This design comes from an exercise in tuning for small area, a short achievable clock period and few clock cycles on the open sky130 flow, not from production work. Function was checked by simulation only, so behaviour that the tests miss may differ from the original.

**design.v**
```verilog
module SM_2300_Task6_dijkstra(
  input clk_50M,
  input rst,
  input go,
  input [5:0] src,
  input [5:0] dst,
  input [209:0] weights,
  output ready,
  output reg out_valid,
  output reg [5:0] out_node,
  output reg out_last,
  output reg [10:0] path_cost
);
reg [209:0] wreg;
reg [5:0] srcr, dstr;
reg busy, seed;
reg rdy;            
reg [7:0] dreg [0:9];
reg [1:0] par [0:9];
assign ready = rdy;
function [8:0] relax;
  input [7:0] a;
  input [7:0] d;
  input [6:0] w;
  reg [8:0] s;
  reg c, b, wi;
  integer i;
  begin
    c = 1'b0;
    for (i = 0; i < 8; i = i + 1) begin
      wi = (i < 7) ? w[i] : 1'b0;
      s[i] = a[i] ^ wi ^ c;
      c = (a[i] & wi) | (a[i] & c) | (wi & c);
    end
    s[8] = c;
    b = 1'b0;
    for (i = 0; i < 8; i = i + 1)
      b = (~s[i] & d[i]) | (~s[i] & b) | (d[i] & b);
    b = b & ~s[8];
    relax = {b, b ? s[7:0] : d};
  end
endfunction
function [9:0] relax2;
  input [7:0] a1;
  input [6:0] w1;
  input [7:0] a2;
  input [6:0] w2;
  input [7:0] d;
  reg [8:0] s1, s2;
  reg c, b1, b2, le, wi, sel1, sel2;
  integer i;
  begin
    c = 1'b0;
    for (i = 0; i < 8; i = i + 1) begin
      wi = (i < 7) ? w1[i] : 1'b0;
      s1[i] = a1[i] ^ wi ^ c;
      c = (a1[i] & wi) | (a1[i] & c) | (wi & c);
    end
    s1[8] = c;
    c = 1'b0;
    for (i = 0; i < 8; i = i + 1) begin
      wi = (i < 7) ? w2[i] : 1'b0;
      s2[i] = a2[i] ^ wi ^ c;
      c = (a2[i] & wi) | (a2[i] & c) | (wi & c);
    end
    s2[8] = c;
    b1 = 1'b0;
    b2 = 1'b0;
    le = 1'b1;
    for (i = 0; i < 8; i = i + 1) begin
      b1 = (~s1[i] & d[i]) | (~s1[i] & b1) | (d[i] & b1);
      b2 = (~s2[i] & d[i]) | (~s2[i] & b2) | (d[i] & b2);
      le = (~s1[i] & s2[i]) | (~s1[i] & le) | (s2[i] & le);
    end
    b1 = b1 & ~s1[8];
    b2 = b2 & ~s2[8];
    le = (~s1[8] & s2[8]) | (~s1[8] & le) | (s2[8] & le);
    sel1 = b1 & le;
    sel2 = b2 & ~le;
    relax2 = {sel1, sel2, sel1 ? s1[7:0] : sel2 ? s2[7:0] : d};
  end
endfunction
wire [6:0] sw0 = wreg[4:0] + wreg[19:15];
wire [6:0] pre1 = {2'b00, wreg[4:0]};
wire [6:0] suf1 = {2'b00, wreg[19:15]};
wire [6:0] sw1 = {2'b00, wreg[99:95]};
wire [6:0] sw2 = {2'b00, wreg[184:180]};
wire [6:0] pre11 = {2'b00, wreg[54:50]};
wire [6:0] pre7 = wreg[54:50] + wreg[49:45];
wire [6:0] suf11 = wreg[49:45] + wreg[34:30];
wire [6:0] suf7 = {2'b00, wreg[34:30]};
wire [6:0] sw3 = pre7 + {2'b00, wreg[34:30]};
wire [6:0] sw4 = {2'b00, wreg[64:60]};
wire [6:0] sw5 = wreg[194:190] + wreg[189:185];
wire [6:0] pre35 = {2'b00, wreg[194:190]};
wire [6:0] suf35 = {2'b00, wreg[189:185]};
wire [6:0] sw6 = wreg[204:200] + wreg[164:160];
wire [6:0] pre30 = {2'b00, wreg[204:200]};
wire [6:0] suf30 = {2'b00, wreg[164:160]};
wire [6:0] sw7 = {2'b00, wreg[69:65]};
wire [6:0] sw8 = wreg[79:75] + wreg[89:85];
wire [6:0] pre26 = {2'b00, wreg[79:75]};
wire [6:0] suf26 = {2'b00, wreg[89:85]};
wire [6:0] sw9 = wreg[124:120] + wreg[154:150];
wire [6:0] pre18 = {2'b00, wreg[124:120]};
wire [6:0] suf18 = {2'b00, wreg[154:150]};
wire [6:0] sw10 = wreg[129:125] + wreg[139:135];
wire [6:0] pre15 = {2'b00, wreg[129:125]};
wire [6:0] suf15 = {2'b00, wreg[139:135]};
wire [6:0] pre21 = {2'b00, wreg[119:115]};
wire [6:0] pre23 = wreg[119:115] + wreg[109:105];
wire [6:0] suf21 = wreg[109:105] + wreg[94:90];
wire [6:0] suf23 = {2'b00, wreg[94:90]};
wire [6:0] sw11 = pre23 + {2'b00, wreg[94:90]};
wire [6:0] sw12 = {2'b00, wreg[144:140]};
wire [6:0] sw13 = {2'b00, wreg[159:155]};
wire [6:0] sw14 = wreg[169:165] + wreg[179:175];
wire [6:0] pre32 = {2'b00, wreg[169:165]};
wire [6:0] suf32 = {2'b00, wreg[179:175]};
wire xd0 = (dstr == 6'd0);
wire ys0 = (srcr == 6'd0);
wire xd1 = (dstr == 6'd1) | (dstr == 6'd2) | (dstr == 6'd3);
wire ys1 = (srcr == 6'd1) | (srcr == 6'd2) | (srcr == 6'd3);
wire xd4 = (dstr == 6'd4) | (dstr == 6'd5) | (dstr == 6'd6);
wire ys4 = (srcr == 6'd4) | (srcr == 6'd5) | (srcr == 6'd6);
wire xd7 = (dstr == 6'd7) | (dstr == 6'd8) | (dstr == 6'd9);
wire ys7 = (srcr == 6'd7) | (srcr == 6'd8) | (srcr == 6'd9);
wire xd11 = (dstr == 6'd11) | (dstr == 6'd10);
wire ys11 = (srcr == 6'd11) | (srcr == 6'd10);
wire xd12 = (dstr == 6'd12);
wire ys12 = (srcr == 6'd12);
wire xd13 = (dstr == 6'd13) | (dstr == 6'd28);
wire ys13 = (srcr == 6'd13) | (srcr == 6'd28);
wire xd14 = (dstr == 6'd14);
wire ys14 = (srcr == 6'd14);
wire xd15 = (dstr == 6'd15) | (dstr == 6'd20);
wire ys15 = (srcr == 6'd15) | (srcr == 6'd20);
wire xd16 = (dstr == 6'd16);
wire ys16 = (srcr == 6'd16);
wire xd17 = (dstr == 6'd17);
wire ys17 = (srcr == 6'd17);
wire xd18 = (dstr == 6'd18) | (dstr == 6'd19);
wire ys18 = (srcr == 6'd18) | (srcr == 6'd19);
wire xd21 = (dstr == 6'd21) | (dstr == 6'd22);
wire ys21 = (srcr == 6'd21) | (srcr == 6'd22);
wire xd23 = (dstr == 6'd23) | (dstr == 6'd24);
wire ys23 = (srcr == 6'd23) | (srcr == 6'd24);
wire xd25 = (dstr == 6'd25);
wire ys25 = (srcr == 6'd25);
wire xd26 = (dstr == 6'd26) | (dstr == 6'd27);
wire ys26 = (srcr == 6'd26) | (srcr == 6'd27);
wire xd29 = (dstr == 6'd29);
wire ys29 = (srcr == 6'd29);
wire xd30 = (dstr == 6'd30) | (dstr == 6'd31);
wire ys30 = (srcr == 6'd30) | (srcr == 6'd31);
wire xd32 = (dstr == 6'd32) | (dstr == 6'd33);
wire ys32 = (srcr == 6'd32) | (srcr == 6'd33);
wire xd35 = (dstr == 6'd35) | (dstr == 6'd34);
wire ys35 = (srcr == 6'd35) | (srcr == 6'd34);
wire xd36 = (dstr == 6'd36);
wire ys36 = (srcr == 6'd36);
wire same_core = (xd0 & ys0) | (xd1 & ys1) | (xd4 & ys4) | (xd7 & ys7) | (xd11 & ys11) | (xd12 & ys12) | (xd13 & ys13) | (xd14 & ys14) | (xd15 & ys15) | (xd16 & ys16) | (xd17 & ys17) | (xd18 & ys18) | (xd21 & ys21) | (xd23 & ys23) | (xd25 & ys25) | (xd26 & ys26) | (xd29 & ys29) | (xd30 & ys30) | (xd32 & ys32) | (xd35 & ys35) | (xd36 & ys36);
function [4:0] leafw;
  input [5:0] n;
  input [209:0] w;
  begin
    leafw = 5'd0;
    case (n)
      6'd2: leafw = w[9:5];
      6'd3: leafw = w[14:10];
      6'd5: leafw = w[24:20];
      6'd6: leafw = w[29:25];
      6'd8: leafw = w[39:35];
      6'd9: leafw = w[44:40];
      6'd10: leafw = w[59:55];
      6'd19: leafw = w[149:145];
      6'd20: leafw = w[134:130];
      6'd22: leafw = w[114:110];
      6'd24: leafw = w[104:100];
      6'd27: leafw = w[84:80];
      6'd28: leafw = w[74:70];
      6'd31: leafw = w[209:205];
      6'd33: leafw = w[174:170];
      6'd34: leafw = w[199:195];
      default: ;
    endcase
  end
endfunction
reg [4:0] offd, offs;
wire [7:0] init0 = xd0 ? 8'd0 : xd1 ? {1'b0, pre1} : 8'hff;
wire [1:0] ipar0 = xd1 ? 2'd0 : 2'd0;
wire [7:0] init1 = xd12 ? 8'd0 : xd30 ? {1'b0, pre30} : xd35 ? {1'b0, pre35} : xd7 ? {1'b0, pre7} : xd11 ? {1'b0, pre11} : 8'hff;
wire [1:0] ipar1 = xd30 ? 2'd3 : xd35 ? 2'd2 : xd7 ? 2'd0 : xd11 ? 2'd0 : 2'd0;
wire [7:0] init2 = xd13 ? 8'd0 : xd26 ? {1'b0, pre26} : 8'hff;
wire [1:0] ipar2 = xd26 ? 2'd2 : 2'd0;
wire [7:0] init3 = xd14 ? 8'd0 : xd15 ? {1'b0, pre15} : xd18 ? {1'b0, pre18} : 8'hff;
wire [1:0] ipar3 = xd15 ? 2'd2 : xd18 ? 2'd1 : 2'd0;
wire [7:0] init4 = xd16 ? 8'd0 : xd23 ? {1'b0, pre23} : xd21 ? {1'b0, pre21} : xd15 ? {1'b0, suf15} : 8'hff;
wire [1:0] ipar4 = xd23 ? 2'd1 : xd21 ? 2'd1 : xd15 ? 2'd0 : 2'd0;
wire [7:0] init5 = xd17 ? 8'd0 : xd18 ? {1'b0, suf18} : 8'hff;
wire [1:0] ipar5 = xd18 ? 2'd0 : 2'd0;
wire [7:0] init6 = xd25 ? 8'd0 : xd23 ? {1'b0, suf23} : xd21 ? {1'b0, suf21} : xd26 ? {1'b0, suf26} : 8'hff;
wire [1:0] ipar6 = xd23 ? 2'd2 : xd21 ? 2'd2 : xd26 ? 2'd1 : 2'd0;
wire [7:0] init7 = xd29 ? 8'd0 : xd32 ? {1'b0, pre32} : xd30 ? {1'b0, suf30} : 8'hff;
wire [1:0] ipar7 = xd32 ? 2'd2 : xd30 ? 2'd0 : 2'd0;
wire [7:0] init8 = xd36 ? 8'd0 : xd32 ? {1'b0, suf32} : xd35 ? {1'b0, suf35} : 8'hff;
wire [1:0] ipar8 = xd32 ? 2'd2 : xd35 ? 2'd1 : 2'd0;
wire [7:0] init9 = xd4 ? 8'd0 : xd7 ? {1'b0, suf7} : xd11 ? {1'b0, suf11} : xd1 ? {1'b0, suf1} : 8'hff;
wire [1:0] ipar9 = xd7 ? 2'd1 : xd11 ? 2'd1 : xd1 ? 2'd0 : 2'd0;
wire [7:0] d0_0 = seed ? init0 : dreg[0];
wire [1:0] p0_0 = seed ? ipar0 : par[0];
wire [7:0] d1_0 = seed ? init1 : dreg[1];
wire [1:0] p1_0 = seed ? ipar1 : par[1];
wire [7:0] d2_0 = seed ? init2 : dreg[2];
wire [1:0] p2_0 = seed ? ipar2 : par[2];
wire [7:0] d3_0 = seed ? init3 : dreg[3];
wire [1:0] p3_0 = seed ? ipar3 : par[3];
wire [7:0] d4_0 = seed ? init4 : dreg[4];
wire [1:0] p4_0 = seed ? ipar4 : par[4];
wire [7:0] d5_0 = seed ? init5 : dreg[5];
wire [1:0] p5_0 = seed ? ipar5 : par[5];
wire [7:0] d6_0 = seed ? init6 : dreg[6];
wire [1:0] p6_0 = seed ? ipar6 : par[6];
wire [7:0] d7_0 = seed ? init7 : dreg[7];
wire [1:0] p7_0 = seed ? ipar7 : par[7];
wire [7:0] d8_0 = seed ? init8 : dreg[8];
wire [1:0] p8_0 = seed ? ipar8 : par[8];
wire [7:0] d9_0 = seed ? init9 : dreg[9];
wire [1:0] p9_0 = seed ? ipar9 : par[9];
wire [8:0] r0_0 = relax(d9_0, d0_0, sw0);
wire u0_0 = r0_0[8];
wire [7:0] d0_1 = r0_0[7:0];
wire [1:0] p0_1 = u0_0 ? 2'd0 : p0_0;
wire [8:0] r0_4 = relax(d0_0, d9_0, sw0);
wire u0_4 = r0_4[8];
wire [7:0] d9_1 = r0_4[7:0];
wire [1:0] p9_1 = u0_4 ? 2'd0 : p9_0;
wire [8:0] r5_12 = relax(d8_0, d1_0, sw5);
wire u5_12 = r5_12[8];
wire [7:0] d1_1 = r5_12[7:0];
wire [1:0] p1_1 = u5_12 ? 2'd2 : p1_0;
wire [8:0] r5_36 = relax(d1_0, d8_0, sw5);
wire u5_36 = r5_36[8];
wire [7:0] d8_1 = r5_36[7:0];
wire [1:0] p8_1 = u5_36 ? 2'd1 : p8_0;
wire [8:0] r8_13 = relax(d6_0, d2_0, sw8);
wire u8_13 = r8_13[8];
wire [7:0] d2_1 = r8_13[7:0];
wire [1:0] p2_1 = u8_13 ? 2'd2 : p2_0;
wire [8:0] r8_25 = relax(d2_0, d6_0, sw8);
wire u8_25 = r8_25[8];
wire [7:0] d6_1 = r8_25[7:0];
wire [1:0] p6_1 = u8_25 ? 2'd1 : p6_0;
wire [8:0] r10_14 = relax(d4_0, d3_0, sw10);
wire u10_14 = r10_14[8];
wire [7:0] d3_1 = r10_14[7:0];
wire [1:0] p3_1 = u10_14 ? 2'd2 : p3_0;
wire [8:0] r10_16 = relax(d3_0, d4_0, sw10);
wire u10_16 = r10_16[8];
wire [7:0] d4_1 = r10_16[7:0];
wire [1:0] p4_1 = u10_16 ? 2'd0 : p4_0;
wire [8:0] r13_17 = relax(d7_0, d5_0, sw13);
wire u13_17 = r13_17[8];
wire [7:0] d5_1 = r13_17[7:0];
wire [1:0] p5_1 = u13_17 ? 2'd2 : p5_0;
wire [8:0] r13_29 = relax(d5_0, d7_0, sw13);
wire u13_29 = r13_29[8];
wire [7:0] d7_1 = r13_29[7:0];
wire [1:0] p7_1 = u13_29 ? 2'd1 : p7_0;
wire [8:0] r2_0 = relax(d8_1, d0_1, sw2);
wire u2_0 = r2_0[8];
wire [7:0] d0_2 = r2_0[7:0];
wire [1:0] p0_2 = u2_0 ? 2'd2 : p0_1;
wire [8:0] r2_36 = relax(d0_1, d8_1, sw2);
wire u2_36 = r2_36[8];
wire [7:0] d8_2 = r2_36[7:0];
wire [1:0] p8_2 = u2_36 ? 2'd0 : p8_1;
wire [9:0] q12 = relax2(d2_1, sw4, d7_1, sw6, d1_1);
wire [7:0] d1_2 = q12[7:0];
wire [1:0] p1_2 = q12[9] ? 2'd1 : q12[8] ? 2'd3 : p1_1;
wire [8:0] r4_13 = relax(d1_1, d2_1, sw4);
wire u4_13 = r4_13[8];
wire [7:0] d2_2 = r4_13[7:0];
wire [1:0] p2_2 = u4_13 ? 2'd0 : p2_1;
wire [8:0] r6_29 = relax(d1_1, d7_1, sw6);
wire u6_29 = r6_29[8];
wire [7:0] d7_2 = r6_29[7:0];
wire [1:0] p7_2 = u6_29 ? 2'd0 : p7_1;
wire [8:0] r9_14 = relax(d5_1, d3_1, sw9);
wire u9_14 = r9_14[8];
wire [7:0] d3_2 = r9_14[7:0];
wire [1:0] p3_2 = u9_14 ? 2'd1 : p3_1;
wire [8:0] r9_17 = relax(d3_1, d5_1, sw9);
wire u9_17 = r9_17[8];
wire [7:0] d5_2 = r9_17[7:0];
wire [1:0] p5_2 = u9_17 ? 2'd0 : p5_1;
wire [8:0] r11_16 = relax(d6_1, d4_1, sw11);
wire u11_16 = r11_16[8];
wire [7:0] d4_2 = r11_16[7:0];
wire [1:0] p4_2 = u11_16 ? 2'd1 : p4_1;
wire [8:0] r11_25 = relax(d4_1, d6_1, sw11);
wire u11_25 = r11_25[8];
wire [7:0] d6_2 = r11_25[7:0];
wire [1:0] p6_2 = u11_25 ? 2'd2 : p6_1;
wire [8:0] r1_0 = relax(d6_2, d0_2, sw1);
wire u1_0 = r1_0[8];
wire [7:0] d0_3 = r1_0[7:0];
wire [1:0] p0_3 = u1_0 ? 2'd1 : p0_2;
wire [8:0] r1_25 = relax(d0_2, d6_2, sw1);
wire u1_25 = r1_25[8];
wire [7:0] d6_3 = r1_25[7:0];
wire [1:0] p6_3 = u1_25 ? 2'd0 : p6_2;
wire [8:0] r3_12 = relax(d9_1, d1_2, sw3);
wire u3_12 = r3_12[8];
wire [7:0] d1_3 = r3_12[7:0];
wire [1:0] p1_3 = u3_12 ? 2'd0 : p1_2;
wire [8:0] r3_4 = relax(d1_2, d9_1, sw3);
wire u3_4 = r3_4[8];
wire [7:0] d9_2 = r3_4[7:0];
wire [1:0] p9_2 = u3_4 ? 2'd1 : p9_1;
wire [8:0] r7_13 = relax(d3_2, d2_2, sw7);
wire u7_13 = r7_13[8];
wire [7:0] d2_3 = r7_13[7:0];
wire [1:0] p2_3 = u7_13 ? 2'd1 : p2_2;
wire [8:0] r7_14 = relax(d2_2, d3_2, sw7);
wire u7_14 = r7_14[8];
wire [7:0] d3_3 = r7_14[7:0];
wire [1:0] p3_3 = u7_14 ? 2'd0 : p3_2;
wire [8:0] r12_16 = relax(d5_2, d4_2, sw12);
wire u12_16 = r12_16[8];
wire [7:0] d4_3 = r12_16[7:0];
wire [1:0] p4_3 = u12_16 ? 2'd2 : p4_2;
wire [8:0] r12_17 = relax(d4_2, d5_2, sw12);
wire u12_17 = r12_17[8];
wire [7:0] d5_3 = r12_17[7:0];
wire [1:0] p5_3 = u12_17 ? 2'd1 : p5_2;
wire [8:0] r14_29 = relax(d8_2, d7_2, sw14);
wire u14_29 = r14_29[8];
wire [7:0] d7_3 = r14_29[7:0];
wire [1:0] p7_3 = u14_29 ? 2'd2 : p7_2;
wire [8:0] r14_36 = relax(d7_2, d8_2, sw14);
wire u14_36 = r14_36[8];
wire [7:0] d8_3 = r14_36[7:0];
wire [1:0] p8_3 = u14_36 ? 2'd2 : p8_2;
wire [7:0] dn0 = d0_3;
wire [1:0] pn0 = p0_3;
wire ch0 = u0_0 | u2_0 | u1_0;
wire [7:0] dn1 = d1_3;
wire [1:0] pn1 = p1_3;
wire ch1 = u5_12 | q12[9] | q12[8] | u3_12;
wire [7:0] dn2 = d2_3;
wire [1:0] pn2 = p2_3;
wire ch2 = u8_13 | u4_13 | u7_13;
wire [7:0] dn3 = d3_3;
wire [1:0] pn3 = p3_3;
wire ch3 = u10_14 | u9_14 | u7_14;
wire [7:0] dn4 = d4_3;
wire [1:0] pn4 = p4_3;
wire ch4 = u10_16 | u11_16 | u12_16;
wire [7:0] dn5 = d5_3;
wire [1:0] pn5 = p5_3;
wire ch5 = u13_17 | u9_17 | u12_17;
wire [7:0] dn6 = d6_3;
wire [1:0] pn6 = p6_3;
wire ch6 = u8_25 | u11_25 | u1_25;
wire [7:0] dn7 = d7_3;
wire [1:0] pn7 = p7_3;
wire ch7 = u13_29 | u6_29 | u14_29;
wire [7:0] dn8 = d8_3;
wire [1:0] pn8 = p8_3;
wire ch8 = u5_36 | u2_36 | u14_36;
wire [7:0] dn9 = d9_2;
wire [1:0] pn9 = p9_2;
wire ch9 = u0_4 | u3_4;
reg [7:0] dl, dr;      
reg [6:0] wl, wr;      
reg [4:0] wm;          
reg yreal;
always @(*) begin
  dl = 8'hff; dr = 8'hff; wl = 7'd0; wr = 7'd0; wm = 5'd0; yreal = 1'b0;
  if (ys0) begin dl = d0_0; yreal = 1'b1; end
  if (ys12) begin dl = d1_0; yreal = 1'b1; end
  if (ys13) begin dl = d2_0; yreal = 1'b1; end
  if (ys14) begin dl = d3_0; yreal = 1'b1; end
  if (ys16) begin dl = d4_0; yreal = 1'b1; end
  if (ys17) begin dl = d5_0; yreal = 1'b1; end
  if (ys25) begin dl = d6_0; yreal = 1'b1; end
  if (ys29) begin dl = d7_0; yreal = 1'b1; end
  if (ys36) begin dl = d8_0; yreal = 1'b1; end
  if (ys4) begin dl = d9_0; yreal = 1'b1; end
  if (ys1) begin dl = d0_0; dr = d9_0; wl = pre1; wr = suf1; end
  if (ys11) begin dl = d1_0; dr = d9_0; wl = pre11; wr = suf11; wm = wreg[49:45]; end
  if (ys7) begin dl = d1_0; dr = d9_0; wl = pre7; wr = suf7; wm = wreg[49:45]; end
  if (ys35) begin dl = d1_0; dr = d8_0; wl = pre35; wr = suf35; end
  if (ys30) begin dl = d1_0; dr = d7_0; wl = pre30; wr = suf30; end
  if (ys26) begin dl = d2_0; dr = d6_0; wl = pre26; wr = suf26; end
  if (ys18) begin dl = d3_0; dr = d5_0; wl = pre18; wr = suf18; end
  if (ys15) begin dl = d3_0; dr = d4_0; wl = pre15; wr = suf15; end
  if (ys21) begin dl = d4_0; dr = d6_0; wl = pre21; wr = suf21; wm = wreg[109:105]; end
  if (ys23) begin dl = d4_0; dr = d6_0; wl = pre23; wr = suf23; wm = wreg[109:105]; end
  if (ys32) begin dl = d7_0; dr = d8_0; wl = pre32; wr = suf32; end
end
wire mate_a = (ys7 & xd11) | (ys23 & xd21);    
wire mate_b = (ys11 & xd7) | (ys21 & xd23);    
wire [8:0] cl = mate_a ? {4'd0, wm} : {1'b0, dl} + {2'd0, wl};
wire [8:0] cr = mate_b ? {4'd0, wm} : {1'b0, dr} + {2'd0, wr};
wire ydir = ~yreal & (cr < cl);           
wire [8:0] cy = same_core ? 9'd0 : ydir ? cr : cl;
wire blocked = (ch0 & (dn0[7:2] <= cy[8:2])) | (ch1 & (dn1[7:2] <= cy[8:2])) | (ch2 & (dn2[7:2] <= cy[8:2])) | (ch3 & (dn3[7:2] <= cy[8:2])) | (ch4 & (dn4[7:2] <= cy[8:2])) | (ch5 & (dn5[7:2] <= cy[8:2])) | (ch6 & (dn6[7:2] <= cy[8:2])) | (ch7 & (dn7[7:2] <= cy[8:2])) | (ch8 & (dn8[7:2] <= cy[8:2])) | (ch9 & (dn9[7:2] <= cy[8:2]));
wire found = busy & ~blocked;
wire [7:0] cost_now = (srcr == dstr) ? 8'd0 : cy[7:0] + {3'b000, offs} + {3'b000, offd};
function [5:0] coreof;    
  input [5:0] n;
  begin
    coreof = n;
    case (n)
      6'd2: coreof = 6'd1;
      6'd3: coreof = 6'd1;
      6'd5: coreof = 6'd4;
      6'd6: coreof = 6'd4;
      6'd8: coreof = 6'd7;
      6'd9: coreof = 6'd7;
      6'd10: coreof = 6'd11;
      6'd19: coreof = 6'd18;
      6'd20: coreof = 6'd15;
      6'd22: coreof = 6'd21;
      6'd24: coreof = 6'd23;
      6'd27: coreof = 6'd26;
      6'd28: coreof = 6'd13;
      6'd31: coreof = 6'd30;
      6'd33: coreof = 6'd32;
      6'd34: coreof = 6'd35;
      default: ;
    endcase
  end
endfunction
reg wact, wself, wdir, wpend;
reg [5:0] wcur, wdst;
reg [7:0] wcost;
reg [1:0] opar [0:9];
reg sact, sself, sdir, spend;
reg [5:0] scur, sdst;
reg [7:0] scost;
reg [1:0] spar [0:9];
wire dir_w = wpend ? ydir : wdir;
wire [7:0] cost_w = wpend ? cost_now : wcost;
reg [5:0] nxt;
reg ndir;
always @(*) begin
  nxt = wcur;
  ndir = dir_w;
  if (!wself) begin
    if (wcur == coreof(wdst)) nxt = wdst;    
    else case (wcur)
      6'd0: case (opar[0]) 2'd0: begin nxt = 6'd1; ndir = 1'b1; end 2'd1: nxt = 6'd25; 2'd2: nxt = 6'd36; default: ; endcase
      6'd12: case (opar[1]) 2'd0: begin nxt = 6'd11; ndir = 1'b1; end 2'd1: nxt = 6'd13; 2'd2: begin nxt = 6'd35; ndir = 1'b1; end 2'd3: begin nxt = 6'd30; ndir = 1'b1; end endcase
      6'd13: case (opar[2]) 2'd0: nxt = 6'd12; 2'd1: nxt = 6'd14; 2'd2: begin nxt = 6'd26; ndir = 1'b1; end default: ; endcase
      6'd14: case (opar[3]) 2'd0: nxt = 6'd13; 2'd1: begin nxt = 6'd18; ndir = 1'b1; end 2'd2: begin nxt = 6'd15; ndir = 1'b1; end default: ; endcase
      6'd16: case (opar[4]) 2'd0: begin nxt = 6'd15; ndir = 1'b0; end 2'd1: begin nxt = 6'd21; ndir = 1'b1; end 2'd2: nxt = 6'd17; default: ; endcase
      6'd17: case (opar[5]) 2'd0: begin nxt = 6'd18; ndir = 1'b0; end 2'd1: nxt = 6'd16; 2'd2: nxt = 6'd29; default: ; endcase
      6'd25: case (opar[6]) 2'd0: nxt = 6'd0; 2'd1: begin nxt = 6'd26; ndir = 1'b0; end 2'd2: begin nxt = 6'd23; ndir = 1'b0; end default: ; endcase
      6'd29: case (opar[7]) 2'd0: begin nxt = 6'd30; ndir = 1'b0; end 2'd1: nxt = 6'd17; 2'd2: begin nxt = 6'd32; ndir = 1'b1; end default: ; endcase
      6'd36: case (opar[8]) 2'd0: nxt = 6'd0; 2'd1: begin nxt = 6'd35; ndir = 1'b0; end 2'd2: begin nxt = 6'd32; ndir = 1'b0; end default: ; endcase
      6'd4: case (opar[9]) 2'd0: begin nxt = 6'd1; ndir = 1'b0; end 2'd1: begin nxt = 6'd7; ndir = 1'b0; end default: ; endcase
      6'd1: nxt = dir_w ? 6'd4 : 6'd0;
      6'd11: nxt = dir_w ? 6'd7 : 6'd12;
      6'd7: nxt = dir_w ? 6'd4 : 6'd11;
      6'd35: nxt = dir_w ? 6'd36 : 6'd12;
      6'd30: nxt = dir_w ? 6'd29 : 6'd12;
      6'd26: nxt = dir_w ? 6'd25 : 6'd13;
      6'd18: nxt = dir_w ? 6'd17 : 6'd14;
      6'd15: nxt = dir_w ? 6'd16 : 6'd14;
      6'd21: nxt = dir_w ? 6'd23 : 6'd16;
      6'd23: nxt = dir_w ? 6'd25 : 6'd21;
      6'd32: nxt = dir_w ? 6'd36 : 6'd29;
      default: ;
    endcase
  end
end
wire nlast = (nxt == wdst);
wire wfree = ~wact | nlast;             
wire handover = found & (~sact | wfree);
wire direct = handover & wfree & ~sact;   
wire to_slot = handover & ~direct;
wire move = wfree & sact;                
reg [5:0] ysn;
always @(*) begin
  ysn = 6'd0;
  if (ys0) ysn = 6'd0;
  if (ys1) ysn = 6'd1;
  if (ys4) ysn = 6'd4;
  if (ys7) ysn = 6'd7;
  if (ys11) ysn = 6'd11;
  if (ys12) ysn = 6'd12;
  if (ys13) ysn = 6'd13;
  if (ys14) ysn = 6'd14;
  if (ys15) ysn = 6'd15;
  if (ys16) ysn = 6'd16;
  if (ys17) ysn = 6'd17;
  if (ys18) ysn = 6'd18;
  if (ys21) ysn = 6'd21;
  if (ys23) ysn = 6'd23;
  if (ys25) ysn = 6'd25;
  if (ys26) ysn = 6'd26;
  if (ys29) ysn = 6'd29;
  if (ys30) ysn = 6'd30;
  if (ys32) ysn = 6'd32;
  if (ys35) ysn = 6'd35;
  if (ys36) ysn = 6'd36;
end
wire hself = (srcr == dstr) | (ysn != srcr);
wire [5:0] hcur = (srcr == dstr) ? dstr : ysn;
always @(posedge clk_50M) begin
  if (~busy) begin
    wreg <= weights;
    srcr <= src;
    dstr <= dst;
    offs <= leafw(src, weights);
    offd <= leafw(dst, weights);
  end
  seed <= 1'b0;
  dreg[0] <= dn0; par[0] <= pn0;
  dreg[1] <= dn1; par[1] <= pn1;
  dreg[2] <= dn2; par[2] <= pn2;
  dreg[3] <= dn3; par[3] <= pn3;
  dreg[4] <= dn4; par[4] <= pn4;
  dreg[5] <= dn5; par[5] <= pn5;
  dreg[6] <= dn6; par[6] <= pn6;
  dreg[7] <= dn7; par[7] <= pn7;
  dreg[8] <= dn8; par[8] <= pn8;
  dreg[9] <= dn9; par[9] <= pn9;
  out_valid <= wact;
  out_node <= nxt;
  out_last <= wact & nlast;
  path_cost <= {3'b000, cost_w};
  wcur <= nxt;
  wdir <= ndir;
  wcost <= cost_w;
  wself <= 1'b0;
  if (spend) begin
    scost <= cost_now;
    sdir <= ydir;
  end
  spend <= to_slot;
  if (wfree) begin
    opar[0] <= sact ? spar[0] : pn0;
    opar[1] <= sact ? spar[1] : pn1;
    opar[2] <= sact ? spar[2] : pn2;
    opar[3] <= sact ? spar[3] : pn3;
    opar[4] <= sact ? spar[4] : pn4;
    opar[5] <= sact ? spar[5] : pn5;
    opar[6] <= sact ? spar[6] : pn6;
    opar[7] <= sact ? spar[7] : pn7;
    opar[8] <= sact ? spar[8] : pn8;
    opar[9] <= sact ? spar[9] : pn9;
    wcur <= sact ? scur : hcur;
    wself <= sact ? sself : hself;
    wdst <= sact ? sdst : dstr;
  end
  if (move) begin
    wdir <= spend ? ydir : sdir;
    wcost <= spend ? cost_now : scost;
  end
  wpend <= direct;
  wact <= (wact & ~nlast) | move | direct;
  if (~sact | move) begin
    spar[0] <= pn0;
    spar[1] <= pn1;
    spar[2] <= pn2;
    spar[3] <= pn3;
    spar[4] <= pn4;
    spar[5] <= pn5;
    spar[6] <= pn6;
    spar[7] <= pn7;
    spar[8] <= pn8;
    spar[9] <= pn9;
    scur <= hcur;
    sself <= hself;
    sdst <= dstr;
  end
  sact <= to_slot | (sact & ~move);
  if (handover) begin
    busy <= 1'b0;
    rdy <= 1'b1;
  end
  if (~busy & go) begin
    busy <= 1'b1;
    rdy <= 1'b0;
    seed <= 1'b1;
  end
  if (rst) begin
    busy <= 1'b0;
    rdy <= 1'b1;
    seed <= 1'b0;
    wact <= 1'b0;
    sact <= 1'b0;
    wpend <= 1'b0;
    spend <= 1'b0;
    out_valid <= 1'b0;
    out_last <= 1'b0;
  end
end
endmodule
```
**flow/run.sh**
```bash
#!/bin/bash
# Layout flow: the standard layout (standard.sh: the standard synthesis and every ORFS
# step), with these changes to how the layout is built:
#  - at the end of the floorplan step, restructure.tcl re-maps the combinational logic for
#    area with OpenROAD's restructure command (registers untouched);
#  - the timing repairs aim at a 17.1 ns period (setup margin 62.9 ns on the 80 ns clock);
#    the constraints themselves are unchanged;
#  - the port buffers that buffer_ports adds are sky130_fd_sc_hd__buf_1 cells instead of
#    the delay-buffer cell it picks by itself (every port still gets its buffer);
#  - clock tree synthesis uses clkbuf_4 cells below a clkbuf_16 root and no dummy loads.
# make's full output goes to make_finish.log in this folder; the ORFS step logs stay under
# orfs/logs/.
set -euo pipefail
bash standard.sh \
  "BUFFER_PORTS_ARGS=-buffer_cell sky130_fd_sc_hd__buf_1" \
  "CTS_ARGS=-sink_clustering_enable -repair_clock_nets -dont_use_dummy_load -buf_list sky130_fd_sc_hd__clkbuf_4 -root_buf sky130_fd_sc_hd__clkbuf_16" \
  "SETUP_SLACK_MARGIN=62.9" \
  "POST_FLOORPLAN_TCL=$PWD/flow/restructure.tcl" \
  finish > make_finish.log 2>&1
```
**flow/restructure.tcl**
```tcl
# Area-oriented resynthesis of the combinational logic with OpenROAD's restructure (ABC),
# run at the end of the floorplan step through ORFS's POST_FLOORPLAN_TCL hook. Registers
# are not touched. ABC maps onto a copy of the platform's liberty file without the cells
# the platform marks don't-use.
set src_lib [lindex $::env(LIB_FILES) 0]
set lib_ok $::env(RESULTS_DIR)/restructure_cells.lib
set patterns {}
foreach c $::env(DONT_USE_CELLS) { lappend patterns $c }
set in [open $src_lib r]
set out [open $lib_ok w]
set skip 0
set depth 0
while {[gets $in line] >= 0} {
  if {!$skip && [regexp {^\s*cell\s*\(\s*"?([A-Za-z0-9_]+)"?\s*\)} $line -> name]} {
    foreach p $patterns {
      if {[string match $p $name]} { set skip 1; set depth 0; break }
    }
  }
  if {$skip} {
    incr depth [regexp -all {\{} $line]
    incr depth [expr {-[regexp -all {\}} $line]}]
    if {$depth <= 0 && [regexp {\}} $line]} { set skip 0 }
    continue
  }
  puts $out $line
}
close $in
close $out
set_dont_use $::env(DONT_USE_CELLS)
file mkdir $::env(RESULTS_DIR)/rmp
restructure -target area -liberty_file $lib_ok \
  -tielo_port sky130_fd_sc_hd__conb_1/LO -tiehi_port sky130_fd_sc_hd__conb_1/HI \
  -work_dir $::env(RESULTS_DIR)/rmp -abc_logfile $::env(LOG_DIR)/restructure_abc.log
```
**standard.sh**
```bash
#!/bin/bash
# synth_recipe.tcl (not shown) runs the flow's synth.tcl, then flattens the netlist and writes it again
# the make line also repeats each setting of config.mk as NAME=value (left out here)
make -C /OpenROAD-flow-scripts/flow DESIGN_CONFIG=/design/flow/config.mk WORK_HOME=/design/flow/orfs CLKGATE_MAP_FILE= SYNTH_SCRIPT=/design/flow/synth_recipe.tcl "${@:-finish}"
```
**config.mk**
```make
export PLATFORM = sky130hd
export DESIGN_NAME = SM_2300_Task6_dijkstra
export DESIGN_NICKNAME = SM_2300_Task6_dijkstra
export VERILOG_FILES = /design/flow/design.v
export SDC_FILE = /design/flow/constraint.sdc
export NUM_CORES = 8
export LEC_CHECK = 0
export ABC_AREA = 1
export CAP_MARGIN = 20
export CORE_MARGIN = 2
export CORE_UTILIZATION = 60
export SLEW_MARGIN = 20
export SYNTH_MEMORY_MAX_BITS = 65536
```
**constraint.sdc**
```tcl
create_clock -name core_clock -period 80.0 [get_ports {clk_50M}]
set_input_delay 16.0000 -clock core_clock [delete_from_list [all_inputs] [get_ports {clk_50M}]]
set_output_delay 16.0000 -clock core_clock [all_outputs]
set_load 0.01 [all_outputs]
```
==> flow_summary_export.csv <==
group,metric,value,unit
finish,final-instance-count-excl-fill,5269,
drt,routed_wl,138,mm
floorplan,placement_rows,88,
global_routing,maximum_number_of_pins_on_one_net_before_global_route_repair,72,
finish,fin_area,33500,um2
synth,yosys-top-cells-count,"1259 x sky130_fd_sc_hd__nand2_1, 931 x sky130_fd_sc_hd__inv_1, 305 x sky130_fd_sc_hd__o21ai_0",
clock_network,clock_path_buffers,3,
synth,number_of_enable_type_register_cells_in_the_synthesized_netlist,211,
timing,rsz_0062_raised_after_global_routing,"true",
synth,ys_async_sr_fraction,0,%
clock_network,cts-buffers-inserted,97,
synth,post-synth-top-area-fraction,18.0,%
global_routing,number_of_global_route_vias_before_repair,31900,
placement,cells_after_dpl,5148,
worst_setup_path,criticalPathCategory,"in -> reg",
synth,post_synth.cell_area_avg,7.12,um2
drt,drc,0,
finish,nNetsFinal,4728,
status,status,"complete, no violations",
clock_network,clock_tree_from_tritoncts,"yes",
synth,netlist_instances,4955,
synth,synth_warnings,5,
timing,setup_tns,0,ps
synth,ys_dominant_reg_cell,"sky130_fd_sc_hd__edfxtp_1",
drt,final_antenna_net_count,0,
worst_setup_path,worst_setup_path_start_kind,"input pin",
timing,hold_violations,0,
synth,synth.cell_area,35300,um2
finish,fillers,5636,
clock_network,cts_sink_count,359,
clock_network,cts-htree-levels,3,
worst_setup_path,worst-path-max-fanout,5,
worst_setup_path,timing.critical_path.to_type,"flip-flop",
timing,timing_max_transition_violations_final,0,
floorplan,design.portCount,245,
floorplan,floorplan.die.width,247,um
drt,dr.first_iter.drc_count,5861,
worst_setup_path,cp_top_family,"simple AND/OR/NAND/NOR gates",
worst_setup_path,critical_path.slowest_cell,"sky130_fd_sc_hd__or3_4",
global_routing,overflow,0,
synth,synthMostInstantiatedCell,"sky130_fd_sc_hd__nand2_1",
global_routing,number_of_antenna_violations_at_the_first_check_in_global_routing,5,
clock_network,cts.hold.buffers_added,0,
finish,final_util,57.9,%
drt,firstDrtPassIters,8,
worst_setup_path,worst-path-buf-inv,1,
drt,via_count,36500,
timing,finalCritPeriodShare,21.5,%
placement,gp_congestion,1.10,
synth,synth_seq_area_share,26.3,%
timing,finClkSkew,63.1,ps
global_routing,grt_pass1_wl,200,mm
drt,vias_per_cell,6.92,
timing,max_freq,58.1,MHz
drt,detail_route.wl_per_cell,26.2,um
synth,yosys.cell_types.count,72,
worst_setup_path,critical_path.most_common_cell,"sky130_fd_sc_hd__or3_4",
timing,worst_slew_pin_slew,1330,ps
clock_network,insertion_delay,600,ps
placement,port_buf_inserts,241,
timing,finalWorstPathRequiredPeriod,17220,ps
floorplan,die_height,247,um
synth,synth-seq-cells,359,
placement,place.detailed.hpwl,110,mm
floorplan,core-area,57900,um2
worst_setup_path,arrival,17610,ps
timing,slew_headroom,10.1,%
worst_setup_path,worstPathCellList,"buf_8 > or2_0 > or3_4 > or3_4 > o22ai_1 > a221oi_1 > nand4b_1",
synth,cell_taking_the_most_area_after_synthesis,"sky130_fd_sc_hd__edfxtp_1",
timing,finalSetupViolations,0,
finish,layout-drive-gt1-share,6.22,%
floorplan,fp.dieArea,60800,um2
synth,main_area_contributors_after_synthesis,"sky130_fd_sc_hd__edfxtp_1 18%, sky130_fd_sc_hd__nand2_1 13%, sky130_fd_sc_hd__inv_1 9.9%",
worst_setup_path,worst-endpoint-required,80380,ps
job,maxCapViolations,0,
floorplan,floorplan.initialDensity,60.9,%
global_routing,grt.total_usage,43.9,%
placement,detailed_place.area,32000,um2
min_path,min-delay-path-class,"reg -> reg",
clock_network,clockRootBuffer,"sky130_fd_sc_hd__clkbuf_16",
finish,synthToLayoutAreaGrowth,-5.01,%
clock_network,worst_setup_hold_path_clk_slew,60,ps
worst_setup_path,max_stage_delay,400,ps
==> tightest hold or removal path, stage by stage, from the launching register on <==
cell and delay (ps):
sky130_fd_sc_hd__dfxtp_1 320, sky130_fd_sc_hd__clkinv_1 60, sky130_fd_sc_hd__nor2_1 40
==> flip-flops by register name, summed over array words and instances (netlist names), 5 cells and up <==
register,count
wreg,130
scost,8
out_node,6
sdst,6
wdst,6
dreg,80
par,20
scur,6
path_cost,8
wcur,6
srcr,6
wcost,8
offs,5
offd,5
dstr,6
spar,20
opar,20
==> metrics by stage <==
stage               setup slack (ps)  hold WS [ps]
floorplan                      62740           421
global placement               61410           432
detailed placement             61450           439
CTS                            62820           452
global route                   62780           465
finish                         62780           453
==> layer usage <==
layer | GRT usage, % | up-vias | share of wire, %
met4 | 27.6 | 4 | 7.6
met1 | 57.7 | 16600 | 38
li1 | - | 16600 | -
met5 | 1.55 | - | 0.12
met2 | 61.7 | 2715 | 39
met3 | 14.4 | 568 | 14
==> cell families after synthesis <==
kind of cell    after synthesis  synth area share [%]
flops                       359                  26.3
mux                           1                0.0284
compound gates              997                  17.3
xor+xnor                     52                  1.29
simple gates               2041                  24.5
buf+inv                    1077                  11.9
other cells                   1                0.0106
fa+ha+maj                   427                  18.6
==> layout by cell type (no fill, tap or decap), types with 20 or more instances in the layout <==
cell and n:
sky130_fd_sc_hd__a21oi_1 250, sky130_fd_sc_hd__a221oi_1 49, sky130_fd_sc_hd__a222oi_1 85, sky130_fd_sc_hd__a22o_1 26, sky130_fd_sc_hd__a22oi_1 69, sky130_fd_sc_hd__a2bb2oi_1 121
sky130_fd_sc_hd__buf_1 228, sky130_fd_sc_hd__buf_4 95, sky130_fd_sc_hd__clkbuf_4 90, sky130_fd_sc_hd__clkinv_1 659, sky130_fd_sc_hd__dfxtp_1 147, sky130_fd_sc_hd__edfxtp_1 211
sky130_fd_sc_hd__nand2_1 327, sky130_fd_sc_hd__nand3_1 21, sky130_fd_sc_hd__nor2_1 531, sky130_fd_sc_hd__nor2b_1 24, sky130_fd_sc_hd__nor3_1 78, sky130_fd_sc_hd__nor4_1 20
sky130_fd_sc_hd__o211ai_1 23, sky130_fd_sc_hd__o21ai_0 390, sky130_fd_sc_hd__o221ai_1 55, sky130_fd_sc_hd__o22a_1 88, sky130_fd_sc_hd__o22ai_1 495, sky130_fd_sc_hd__o2bb2ai_1 33
sky130_fd_sc_hd__or2_0 26, sky130_fd_sc_hd__xnor2_1 27
==> worst paths after layout <==
path	start	to	slack (ps)	cells past startpoint
setup reg to reg	dstr[4]	rdy	63910	67
hold / removal	wact	out_valid	450	2
setup / recovery	dst[4]	offd[3]	62780	7
hold reg to reg	wact	out_valid	450	2
==> timing repair <==
action	in CTS	in global routing
setup endpoints to repair	10	18
cloned	0	0
resized for setup	70	67
pin swaps	12	17
setup buffers	14	5
==> layout make-up <==
type,count,area (um2),area share [%]
sequential,359,9300,27.7
timing repair buffer,337,1700,5.08
clock buffer,97,886,2.64
antenna,3,7.51,0.0224
inverter,675,2580,7.69
tap,765,957,2.85
multi-input combinational,3033,18100,54.0
Testbench counts, summed over its fixed seeds: cycles 867.

==> port drivers added, routing unchanged <==
Ports are ideal in the flow. The routed layout listed here was re-timed in OpenROAD. Step 1 (the two cells are an assumption about what drives the block):
set clk [get_ports {clk_50M}]
set_driving_cell -lib_cell sky130_fd_sc_hd__clkbuf_16 $clk
set_driving_cell -lib_cell sky130_fd_sc_hd__buf_2 [delete_from_list [all_inputs] $clk]
Step 2 also shifts input and output timing later by t, the mid clock arrival at the registers, as if the neighbouring blocks saw the same clock. Three values: ideal ports, drivers, drivers and shift; two values: the first two.
shift t [ns]: 0.635
setup slack, ns: 62.777 / 62.793 / 62.158
hold slack, ns: 0.453 / 0.453 / 0.453
clock arrival spread, ns: 0.064 / 0.063
worst slew at a driven data input, ns: 0.10
After both steps setup and hold are still met in this run. For this run, drivers alone change the setup slack by +0.016 ns; drivers and shift together by -0.619 ns.
